Source: an optimization exercise on an open RTL-to-GDS flow (aim: small area, a short achievable clock period and few clock cycles per item). Production flows keep margins and buffers that such runs may drop. At most, simulation tests tie the RTL to the original design; equivalence was not proved. Power is estimated from default activity; no workload was simulated.

## main
==> flow/design.v <==
`default_nettype none
module iterativeDivision
  #(parameter int unsigned DATA_W = 32)
  ( input  var logic i_clk
  , input  var logic i_rst  
  , input  var logic [DATA_W-1:0] i_dividend
  , input  var logic [DATA_W-1:0] i_divisor
  , input  var logic i_start  
  , output var logic [DATA_W-1:0] o_quotient
  , output var logic [DATA_W-1:0] o_remainder
  , output var logic o_finish  
  );
  function automatic logic [5:0] clz32(input logic [31:0] x);
    logic [15:0] z1; logic [15:0] c1;       
    logic [7:0]  z2; logic [15:0] c2;       
    logic [3:0]  z3; logic [11:0] c3;       
    logic [1:0]  z4; logic [7:0]  c4;       
    logic        z5; logic [4:0]  c5;
    for (int i = 0; i < 16; i++) begin
      z1[i] = !(x[2*i+1] || x[2*i]);
      c1[i] = !x[2*i+1];
    end
    for (int i = 0; i < 8; i++) begin
      z2[i]         = z1[2*i+1] && z1[2*i];
      c2[2*i+:2]    = z1[2*i+1] ? {1'b1, c1[2*i]} : {1'b0, c1[2*i+1]};
    end
    for (int i = 0; i < 4; i++) begin
      z3[i]         = z2[2*i+1] && z2[2*i];
      c3[3*i+:3]    = z2[2*i+1] ? {1'b1, c2[4*i+:2]} : {1'b0, c2[4*i+2+:2]};
    end
    for (int i = 0; i < 2; i++) begin
      z4[i]         = z3[2*i+1] && z3[2*i];
      c4[4*i+:4]    = z3[2*i+1] ? {1'b1, c3[6*i+:3]} : {1'b0, c3[6*i+3+:3]};
    end
    z5 = z4[1] && z4[0];
    c5 = z4[1] ? {1'b1, c4[3:0]} : {1'b0, c4[7:4]};
    clz32 = {z5, z5 ? 5'd0 : c5};
  endfunction
  logic [5:0] zA_q, zB_q;
  logic       quotZero_q;
  logic [31:0] dividendSeen;
  always_comb begin
    dividendSeen[31] = i_dividend[31];
    for (int i = 30; i >= 0; i--)
      dividendSeen[i] = dividendSeen[i+1] || i_dividend[i];
  end
  always_ff @(posedge i_clk) begin
    zA_q       <= clz32(i_dividend);
    zB_q       <= clz32(i_divisor);
    quotZero_q <= (i_divisor == '0) || ((i_divisor & ~dividendSeen) != '0);
  end
  logic [5:0] shDiff;
  logic [4:0] shAmt;
  logic       quotZero, alignDone;
  always_comb begin
    shDiff   = zB_q - zA_q;  
    shAmt    = shDiff[4:0];
    quotZero = quotZero_q;
    alignDone = (shDiff[5:0] == '0);
  end
  logic       align_q, step_q, done_q;
  logic [4:0] count_q;
  always_ff @(posedge i_clk)
    if (i_rst) begin
      align_q <= '0;
      step_q  <= '0;
      done_q  <= '0;
    end else if (i_start) begin
      align_q <= '1;
      step_q  <= '0;
      done_q  <= '0;
    end else if (align_q) begin
      align_q <= '0;
      step_q  <= !quotZero && !alignDone;
      done_q  <= !quotZero && alignDone;
    end else begin
      step_q  <= step_q && (count_q != '0);
      done_q  <= step_q && (count_q == '0);
    end
  always_ff @(posedge i_clk)
    if (align_q)
      count_q <= shAmt;
    else
      count_q <= count_q - 1'b1;
  always_comb
    o_finish = done_q || (align_q && quotZero);
  logic [DATA_W-1:0] div_q, rem_q, quo_q, remNext;
  logic              doStep;
  always_comb
    doStep = step_q || (align_q && alignDone && !quotZero);
  logic [DATA_W:0] diff;
  logic            qBit;
  always_comb begin
    diff    = {1'b0, rem_q} - {1'b0, div_q};
    qBit    = !diff[DATA_W];
    remNext = qBit ? diff[DATA_W-1:0] : rem_q;
  end
  always_ff @(posedge i_clk)
    if (i_start)
      div_q <= i_divisor;
    else if (align_q)
      div_q <= div_q << shAmt;
    else
      div_q <= div_q >> 1;
  always_ff @(posedge i_clk)
    if (i_start)
      rem_q <= i_dividend;
    else if (doStep)
      rem_q <= remNext;
  always_ff @(posedge i_clk)
    if (i_start)
      quo_q <= {DATA_W{i_divisor == '0}};
    else if (align_q && !alignDone)
      quo_q <= '0;
    else
      quo_q <= {quo_q[DATA_W-2:0], qBit};
  always_comb begin
    o_quotient  = quo_q;
    o_remainder = rem_q;
  end
endmodule
`resetall
clock: 8.0 ns
lec_check: 0
abc_area: 1
cap_margin: 20
core_margin: 2
core_utilization: 40
cts_buf_list: sky130_fd_sc_hd__clkbuf_8
cts_cluster_size: 12
setup_slack_margin: 5.0
slew_margin: 20
standard.sh (not shown) runs the stock make flow with config.mk's settings and CLKGATE_MAP_FILE= SYNTH_SCRIPT=/design/flow/synth_recipe.tcl, a recipe that flattens the netlist after the stock synthesis.
==> flow/flow/run.sh <==
#!/bin/bash
# Standard layout, with the port buffers made from the smallest buffer cell
# (repair may still resize them), and timing repair aimed at a 5.15 ns setup
# margin. make's output goes to flow_make.log; each ORFS step writes its own
# log under orfs/logs/.
set -euo pipefail
export BUFFER_PORTS_ARGS="-buffer_cell sky130_fd_sc_hd__buf_1"
bash standard.sh finish SETUP_SLACK_MARGIN=5.15 > flow_make.log 2>&1
Testbench counts of main, summed over its fixed seeds: cycles 22,318, items 3,200.
### main -> the feature branch
--- a/flow/design.v
+++ b/flow/design.v
@@ -58,24 +58,24 @@
     quotZero = quotZero_q;
     alignDone = (shDiff[5:0] == '0);
   end
-  logic       align_q, step_q, done_q;
+  logic       busy_q, align_q, step_q;
   logic [4:0] count_q;
   always_ff @(posedge i_clk)
     if (i_rst) begin
+      busy_q  <= '0;
       align_q <= '0;
       step_q  <= '0;
-      done_q  <= '0;
     end else if (i_start) begin
+      busy_q  <= '1;
       align_q <= '1;
       step_q  <= '0;
-      done_q  <= '0;
     end else if (align_q) begin
+      busy_q  <= !quotZero;
       align_q <= '0;
       step_q  <= !quotZero && !alignDone;
-      done_q  <= !quotZero && alignDone;
     end else begin
+      busy_q  <= busy_q && step_q;
       step_q  <= step_q && (count_q != '0);
-      done_q  <= step_q && (count_q == '0);
     end
   always_ff @(posedge i_clk)
     if (align_q)
@@ -83,7 +83,7 @@
     else
       count_q <= count_q - 1'b1;
   always_comb
-    o_finish = done_q || (align_q && quotZero);
+    o_finish = busy_q && (align_q ? quotZero : !step_q);
   logic [DATA_W-1:0] div_q, rem_q, quo_q, remNext;
   logic              doStep;
   always_comb
==> results.txt <==
Going from main to the feature branch, number of multi-input combinational cells grows by about 9%.
Between the feature branch and main, it is the feature branch whose worst-case setup margin in the final layout is lower, by 67 ps.
The feature branch against main: wire length on met1 shows no meaningful change, non-clock inverter total of the final layout shows an increase of 34, part of the cycle the worst path needs shows an increase of 0.84 points.
Testbench counts of the feature branch, summed over its fixed seeds: cycles 22,318, items 3,200.

* * *

RTL: the design.v shown in full above, as it stands there.
Settings: LEC_CHECK=0, ABC_AREA=1, CAP_MARGIN=20, CORE_MARGIN=2, CORE_UTILIZATION=40, CTS_BUF_LIST=sky130_fd_sc_hd__clkbuf_8, CTS_CLUSTER_SIZE=12, SETUP_SLACK_MARGIN=5.0, SLEW_MARGIN=20; clock period 8.0 ns.
==> flow/flow/run.sh <==
#!/bin/bash
# Standard layout, with the port buffers made from the smallest buffer cell
# (repair may still resize them). make's output goes to flow_make.log; each
# ORFS step writes its own log under orfs/logs/.
set -euo pipefail
export BUFFER_PORTS_ARGS="-buffer_cell sky130_fd_sc_hd__buf_1"
bash standard.sh finish > flow_make.log 2>&1
Testbench counts at the start, summed over its fixed seeds: cycles 22,318, items 3,200.
Rerun with:
--- a/flow/design.v
+++ b/flow/design.v
@@ -57,34 +57,34 @@
     shAmt    = shDiff[4:0];
     quotZero = quotZero_q;
     alignDone = (shDiff[5:0] == '0);
   end
-  logic       align_q, step_q, done_q;
+  logic       busy_q, align_q, step_q;
   logic [4:0] count_q;
   always_ff @(posedge i_clk)
     if (i_rst) begin
+      busy_q  <= '0;
       align_q <= '0;
       step_q  <= '0;
-      done_q  <= '0;
     end else if (i_start) begin
+      busy_q  <= '1;
       align_q <= '1;
       step_q  <= '0;
-      done_q  <= '0;
     end else if (align_q) begin
+      busy_q  <= !quotZero;
       align_q <= '0;
       step_q  <= !quotZero && !alignDone;
-      done_q  <= !quotZero && alignDone;
     end else begin
+      busy_q  <= busy_q && step_q;
       step_q  <= step_q && (count_q != '0);
-      done_q  <= step_q && (count_q == '0);
     end
   always_ff @(posedge i_clk)
     if (align_q)
       count_q <= shAmt;
     else
       count_q <= count_q - 1'b1;
   always_comb
-    o_finish = done_q || (align_q && quotZero);
+    o_finish = busy_q && (align_q ? quotZero : !step_q);
   logic [DATA_W-1:0] div_q, rem_q, quo_q, remNext;
   logic              doStep;
   always_comb
     doStep = step_q || (align_q && alignDone && !quotZero);
- via count goes up by a few percent
- worst setup slack gets worse by 0.060 ns
- final cell count increases by roughly a tenth
- power came out higher by a few percent
- sequential share of layout area decreases by 1.0 points
- count of clock-buffer cells in the layout fell by 1
- synthesized area grows by a few percent
- register-to-register slack improves by 0.02 ns
- design area is higher by a few percent
- sequential cell count is unchanged
- maximum frequency decreases by a few percent
- routed wire length rose by a few percent
Testbench counts after the change, summed over its fixed seeds: cycles 22,318, items 3,200.

* * *

RTL: the design.v shown in full above, as it stands there.
==> flow/config.mk <==
export PLATFORM = sky130hd
export DESIGN_NAME = iterativeDivision
export DESIGN_NICKNAME = iterativeDivision
export VERILOG_FILES = /design/flow/design.v
export SDC_FILE = /design/flow/constraint.sdc
export NUM_CORES = 4
export LEC_CHECK = 0
export ABC_AREA = 1
export CAP_MARGIN = 20
export CORE_MARGIN = 2
export CORE_UTILIZATION = 40
export CTS_BUF_LIST = sky130_fd_sc_hd__clkbuf_8
export CTS_CLUSTER_SIZE = 12
export SETUP_SLACK_MARGIN = 5.0
export SLEW_MARGIN = 20
==> flow/constraint.sdc <==
create_clock -name core_clock -period 8.0 [get_ports {i_clk}]
set_input_delay 1.6000 -clock core_clock [delete_from_list [all_inputs] [get_ports {i_clk}]]
set_output_delay 1.6000 -clock core_clock [all_outputs]
set_load 0.01 [all_outputs]
==> flow/flow/run.sh <==
#!/bin/bash
# Standard layout, with the port buffers made from the smallest buffer cell
# (repair may still resize them), and timing repair aimed at a 5.25 ns setup
# margin. make's output goes to flow_make.log; each ORFS step writes its own
# log under orfs/logs/.
set -euo pipefail
export BUFFER_PORTS_ARGS="-buffer_cell sky130_fd_sc_hd__buf_1"
bash standard.sh finish SETUP_SLACK_MARGIN=5.25 > flow_make.log 2>&1
The baseline went through all stages and came out clean.
Testbench counts at the start, summed over its fixed seeds: cycles 22,318, items 3,200.
Rerun with:
--- a/flow/design.v
+++ b/flow/design.v
@@ -36,19 +36,20 @@
     c5 = z4[1] ? {1'b1, c4[3:0]} : {1'b0, c4[7:4]};
     clz32 = {z5, z5 ? 5'd0 : c5};
   endfunction
   logic [5:0] zA_q, zB_q;
-  logic       quotZero_q;
+  logic       quotZeroIn, quotZero_q;
   logic [31:0] dividendSeen;
   always_comb begin
     dividendSeen[31] = i_dividend[31];
     for (int i = 30; i >= 0; i--)
       dividendSeen[i] = dividendSeen[i+1] || i_dividend[i];
+    quotZeroIn = (i_divisor == '0) || ((i_divisor & ~dividendSeen) != '0);
   end
   always_ff @(posedge i_clk) begin
     zA_q       <= clz32(i_dividend);
     zB_q       <= clz32(i_divisor);
-    quotZero_q <= (i_divisor == '0) || ((i_divisor & ~dividendSeen) != '0);
+    quotZero_q <= quotZeroIn;
   end
   logic [5:0] shDiff;
   logic [4:0] shAmt;
   logic       quotZero, alignDone;
@@ -57,34 +58,34 @@
     shAmt    = shDiff[4:0];
     quotZero = quotZero_q;
     alignDone = (shDiff[5:0] == '0);
   end
-  logic       align_q, step_q, done_q;
+  logic       align_q, step_q, finish_q;
   logic [4:0] count_q;
   always_ff @(posedge i_clk)
     if (i_rst) begin
-      align_q <= '0;
-      step_q  <= '0;
-      done_q  <= '0;
+      align_q  <= '0;
+      step_q   <= '0;
+      finish_q <= '0;
     end else if (i_start) begin
-      align_q <= '1;
-      step_q  <= '0;
-      done_q  <= '0;
+      align_q  <= '1;
+      step_q   <= '0;
+      finish_q <= quotZeroIn;
     end else if (align_q) begin
-      align_q <= '0;
-      step_q  <= !quotZero && !alignDone;
-      done_q  <= !quotZero && alignDone;
+      align_q  <= '0;
+      step_q   <= !quotZero && !alignDone;
+      finish_q <= !quotZero && alignDone;
     end else begin
-      step_q  <= step_q && (count_q != '0);
-      done_q  <= step_q && (count_q == '0);
+      step_q   <= step_q && (count_q != '0);
+      finish_q <= step_q && (count_q == '0);
     end
   always_ff @(posedge i_clk)
     if (align_q)
       count_q <= shAmt;
     else
       count_q <= count_q - 1'b1;
   always_comb
-    o_finish = done_q || (align_q && quotZero);
+    o_finish = finish_q;
   logic [DATA_W-1:0] div_q, rem_q, quo_q, remNext;
   logic              doStep;
   always_comb
     doStep = step_q || (align_q && alignDone && !quotZero);
After rerunning:
- The new run completed with no timing, DRC or antenna violations
- cell area rises by 0.60%
- via count rises by 2.6%
- non-clock buffer count drops by 9
- core utilization decreases by 1.5 points
- maximum frequency came out higher by 4.9%
- synthesized area came out higher by 3.5%
- synthesized cell count climbs by 4.2%
- power is about the same
- critical path depth came out higher by 6
- clock-buffer cell count falls by 1
- setup slack improves by 0.13 ns
- routed wire length climbs by 1.9%
- register-to-register slack improves by 0.11 ns
- final cell count increases by 2.9%
Only the layout flow was run in the second run of this note; the RTL was not checked for function there.

* * *

Setup of job 4391:
iterativeDivision with an RTL version that a note above also has.
Size in the first run: ~1600 cells after synthesis, about 130 I/O pins.
==> module iterativeDivision, before the edit <==
module iterativeDivision
  #(parameter int unsigned DATA_W = 32)
  ( input  var logic i_clk
  , input  var logic i_rst  
  , input  var logic [DATA_W-1:0] i_dividend
  , input  var logic [DATA_W-1:0] i_divisor
  , input  var logic i_start  
  , output var logic [DATA_W-1:0] o_quotient
  , output var logic [DATA_W-1:0] o_remainder
  , output var logic o_finish  
  );
  function automatic logic [5:0] clz32(input logic [31:0] x);
    logic [15:0] z1; logic [15:0] c1;       
    logic [7:0]  z2; logic [15:0] c2;       
    logic [3:0]  z3; logic [11:0] c3;       
    logic [1:0]  z4; logic [7:0]  c4;       
    logic        z5; logic [4:0]  c5;
    for (int i = 0; i < 16; i++) begin
      z1[i] = !(x[2*i+1] || x[2*i]);
      c1[i] = !x[2*i+1];
    end
    for (int i = 0; i < 8; i++) begin
      z2[i]         = z1[2*i+1] && z1[2*i];
      c2[2*i+:2]    = z1[2*i+1] ? {1'b1, c1[2*i]} : {1'b0, c1[2*i+1]};
    end
    for (int i = 0; i < 4; i++) begin
      z3[i]         = z2[2*i+1] && z2[2*i];
      c3[3*i+:3]    = z2[2*i+1] ? {1'b1, c2[4*i+:2]} : {1'b0, c2[4*i+2+:2]};
    end
    for (int i = 0; i < 2; i++) begin
      z4[i]         = z3[2*i+1] && z3[2*i];
      c4[4*i+:4]    = z3[2*i+1] ? {1'b1, c3[6*i+:3]} : {1'b0, c3[6*i+3+:3]};
    end
    z5 = z4[1] && z4[0];
    c5 = z4[1] ? {1'b1, c4[3:0]} : {1'b0, c4[7:4]};
    clz32 = {z5, z5 ? 5'd0 : c5};
  endfunction
  logic [5:0] zA_q, zB_q;
  logic       quotZero_q;
  logic [31:0] dividendSeen;
  always_comb begin
    dividendSeen[31] = i_dividend[31];
    for (int i = 30; i >= 0; i--)
      dividendSeen[i] = dividendSeen[i+1] || i_dividend[i];
  end
  always_ff @(posedge i_clk) begin
    zA_q       <= clz32(i_dividend);
    zB_q       <= clz32(i_divisor);
    quotZero_q <= (i_divisor == '0) || ((i_divisor & ~dividendSeen) != '0);
  end
  logic [5:0] shDiff;
  logic [4:0] shAmt;
  logic       quotZero, alignDone;
  always_comb begin
    shDiff   = zB_q - zA_q;  
    shAmt    = shDiff[4:0];
    quotZero = quotZero_q;
    alignDone = (shDiff[5:0] == '0);
  end
  logic       busy_q, align_q, step_q;
  logic [4:0] count_q;
  always_ff @(posedge i_clk)
    if (i_rst) begin
      busy_q  <= '0;
      align_q <= '0;
      step_q  <= '0;
    end else if (i_start) begin
      busy_q  <= '1;
      align_q <= '1;
      step_q  <= '0;
    end else if (align_q) begin
      busy_q  <= !quotZero;
      align_q <= '0;
      step_q  <= !quotZero && !alignDone;
    end else begin
      busy_q  <= busy_q && step_q;
      step_q  <= step_q && (count_q != '0);
    end
  always_ff @(posedge i_clk)
    if (align_q)
      count_q <= shAmt;
    else
      count_q <= count_q - 1'b1;
  always_comb
    o_finish = busy_q && (align_q ? quotZero : !step_q);
  logic [DATA_W-1:0] div_q, rem_q, quo_q, remNext;
  logic              doStep;
  always_comb
    doStep = step_q || (align_q && alignDone && !quotZero);
  logic [DATA_W:0] diff;
  logic            qBit;
  always_comb begin
    diff    = {1'b0, rem_q} - {1'b0, div_q};
    qBit    = !diff[DATA_W];
    remNext = qBit ? diff[DATA_W-1:0] : rem_q;
  end
  always_ff @(posedge i_clk)
    if (i_start)
      div_q <= i_divisor;
    else if (align_q)
      div_q <= div_q << shAmt;
    else
      div_q <= div_q >> 1;
  always_ff @(posedge i_clk)
    if (i_start)
      rem_q <= i_dividend;
    else if (doStep)
      rem_q <= remNext;
  always_ff @(posedge i_clk)
    if (i_start)
      quo_q <= {DATA_W{i_divisor == '0}};
    else if (align_q && !alignDone)
      quo_q <= '0;
    else
      quo_q <= {quo_q[DATA_W-2:0], qBit};
  always_comb begin
    o_quotient  = quo_q;
    o_remainder = rem_q;
  end
endmodule
export LEC_CHECK = 0
export ABC_AREA = 1
export CAP_MARGIN = 20
export CORE_MARGIN = 2
export CORE_UTILIZATION = 40
export SETUP_SLACK_MARGIN = 5.0
export SLEW_MARGIN = 20
create_clock -name core_clock -period 8.0 [get_ports {i_clk}]
==> flow/flow/run.sh <==
#!/bin/bash
# Standard layout, with the port buffers made from the smallest buffer cell
# (repair may still resize them), and timing repair aimed at a 5.3 ns setup
# margin. make's output goes to flow_make.log; each ORFS step writes its own
# log under orfs/logs/.
set -euo pipefail
export BUFFER_PORTS_ARGS="-buffer_cell sky130_fd_sc_hd__buf_1"
bash standard.sh finish SETUP_SLACK_MARGIN=5.3 > flow_make.log 2>&1
Testbench counts of job 4391, summed over its fixed seeds: cycles 22,318, items 3,200.
The following lists how job 4812 was set up differently from job 4391:
diff --git a/flow/design.v b/flow/design.v
--- a/flow/design.v
+++ b/flow/design.v
@@ -36,9 +36,9 @@
     c5 = z4[1] ? {1'b1, c4[3:0]} : {1'b0, c4[7:4]};
     clz32 = {z5, z5 ? 5'd0 : c5};
   endfunction
   logic [5:0] zA_q, zB_q;
-  logic       quotZero_q;
+  logic       quotZero_q, divZero_q;
   logic [31:0] dividendSeen;
   always_comb begin
     dividendSeen[31] = i_dividend[31];
     for (int i = 30; i >= 0; i--)
@@ -47,8 +47,9 @@
   always_ff @(posedge i_clk) begin
     zA_q       <= clz32(i_dividend);
     zB_q       <= clz32(i_divisor);
     quotZero_q <= (i_divisor == '0) || ((i_divisor & ~dividendSeen) != '0);
+    divZero_q  <= (i_divisor == '0);
   end
   logic [5:0] shDiff;
   logic [4:0] shAmt;
   logic       quotZero, alignDone;
@@ -107,16 +108,14 @@
       rem_q <= i_dividend;
     else if (doStep)
       rem_q <= remNext;
   always_ff @(posedge i_clk)
-    if (i_start)
-      quo_q <= {DATA_W{i_divisor == '0}};
-    else if (align_q && !alignDone)
+    if (i_start || (align_q && !alignDone))
       quo_q <= '0;
     else
       quo_q <= {quo_q[DATA_W-2:0], qBit};
   always_comb begin
-    o_quotient  = quo_q;
+    o_quotient  = quo_q | {DATA_W{align_q && divZero_q}};
     o_remainder = rem_q;
   end
 endmodule
 `resetall
Findings:
- Number of ordinary and repair buffers in the finished layout, job 4391 and job 4812: higher on job 4391
- Sort job 4391 and job 4812 by maximum achievable frequency desc -> top: job 4391
- Net count reported at finish: lower on job 4812
- Going from job 4391 to job 4812, sequential cell area share grew by 0.86 points; global-route met3 utilization saw a decrease; transition time of the tightest slew-check pin dropped 0.0032 ns.
- In the flow results for job 4391 and job 4812, the number of distinct library cells after synthesis is larger on job 4812.
- Job 4812 ended with less share of layout cells above drive strength 1 than job 4391.
- Job 4812 vs. job 4391: synthesized cell count went down by 63.
- Area of the die on job 4812 is down relative to job 4391.
- Relative to job 4391, the sequential power measured on job 4812 has decreased slightly.
Only the layout flow was run in job 4812; the RTL was not checked for function there.

## afterwards: timing with drivers on the ports
The results above use ideal ports. As a check the final layouts listed here were re-extracted and re-timed, cells and wires unchanged. Step 1: set_driving_cell puts a clkbuf_16 on i_clk and a buf_2 on each other input, an assumption about the parent block. Step 2 adds t to the input delays and takes it off the output delays; t is the mean of the earliest and latest rising clock arrival at the registers after step 1. Input paths then give back, and output paths get back, about the clock's delay inside the block. Slacks: ideal / step 1 / step 2; pairs: ideal / step 1.
run | t, ns | slack for setup (ns) | slew at the worst register clock pin (ns)
main | 0.504 | 5.194 / 5.149 / 4.763 | 0.09 / 0.09
the feature branch | 0.497 | 5.126 / 5.083 / 4.730 | 0.10 / 0.10
the first run of note 2 | 0.483 | 5.115 / 5.118 / 4.650 | 0.08 / 0.08
the second run of note 2 | 0.506 | 5.055 / 5.013 / 4.601 | 0.10 / 0.10
the first run of note 3 | 0.492 | 5.129 / 5.088 / 4.783 | 0.09 / 0.09
the second run of note 3 | 0.509 | 5.263 / 5.269 / 4.775 | 0.11 / 0.11
job 4391 | 0.479 | 5.186 / 5.138 / 4.831 | 0.08 / 0.08
job 4812 | 0.478 | 5.060 / 5.011 / 4.882 | 0.06 / 0.06
After both steps setup and hold are still met in every run listed. The setup slack of the second run of note 3, which loses most, moves by +0.006 ns with the drivers and by -0.488 ns with both steps.
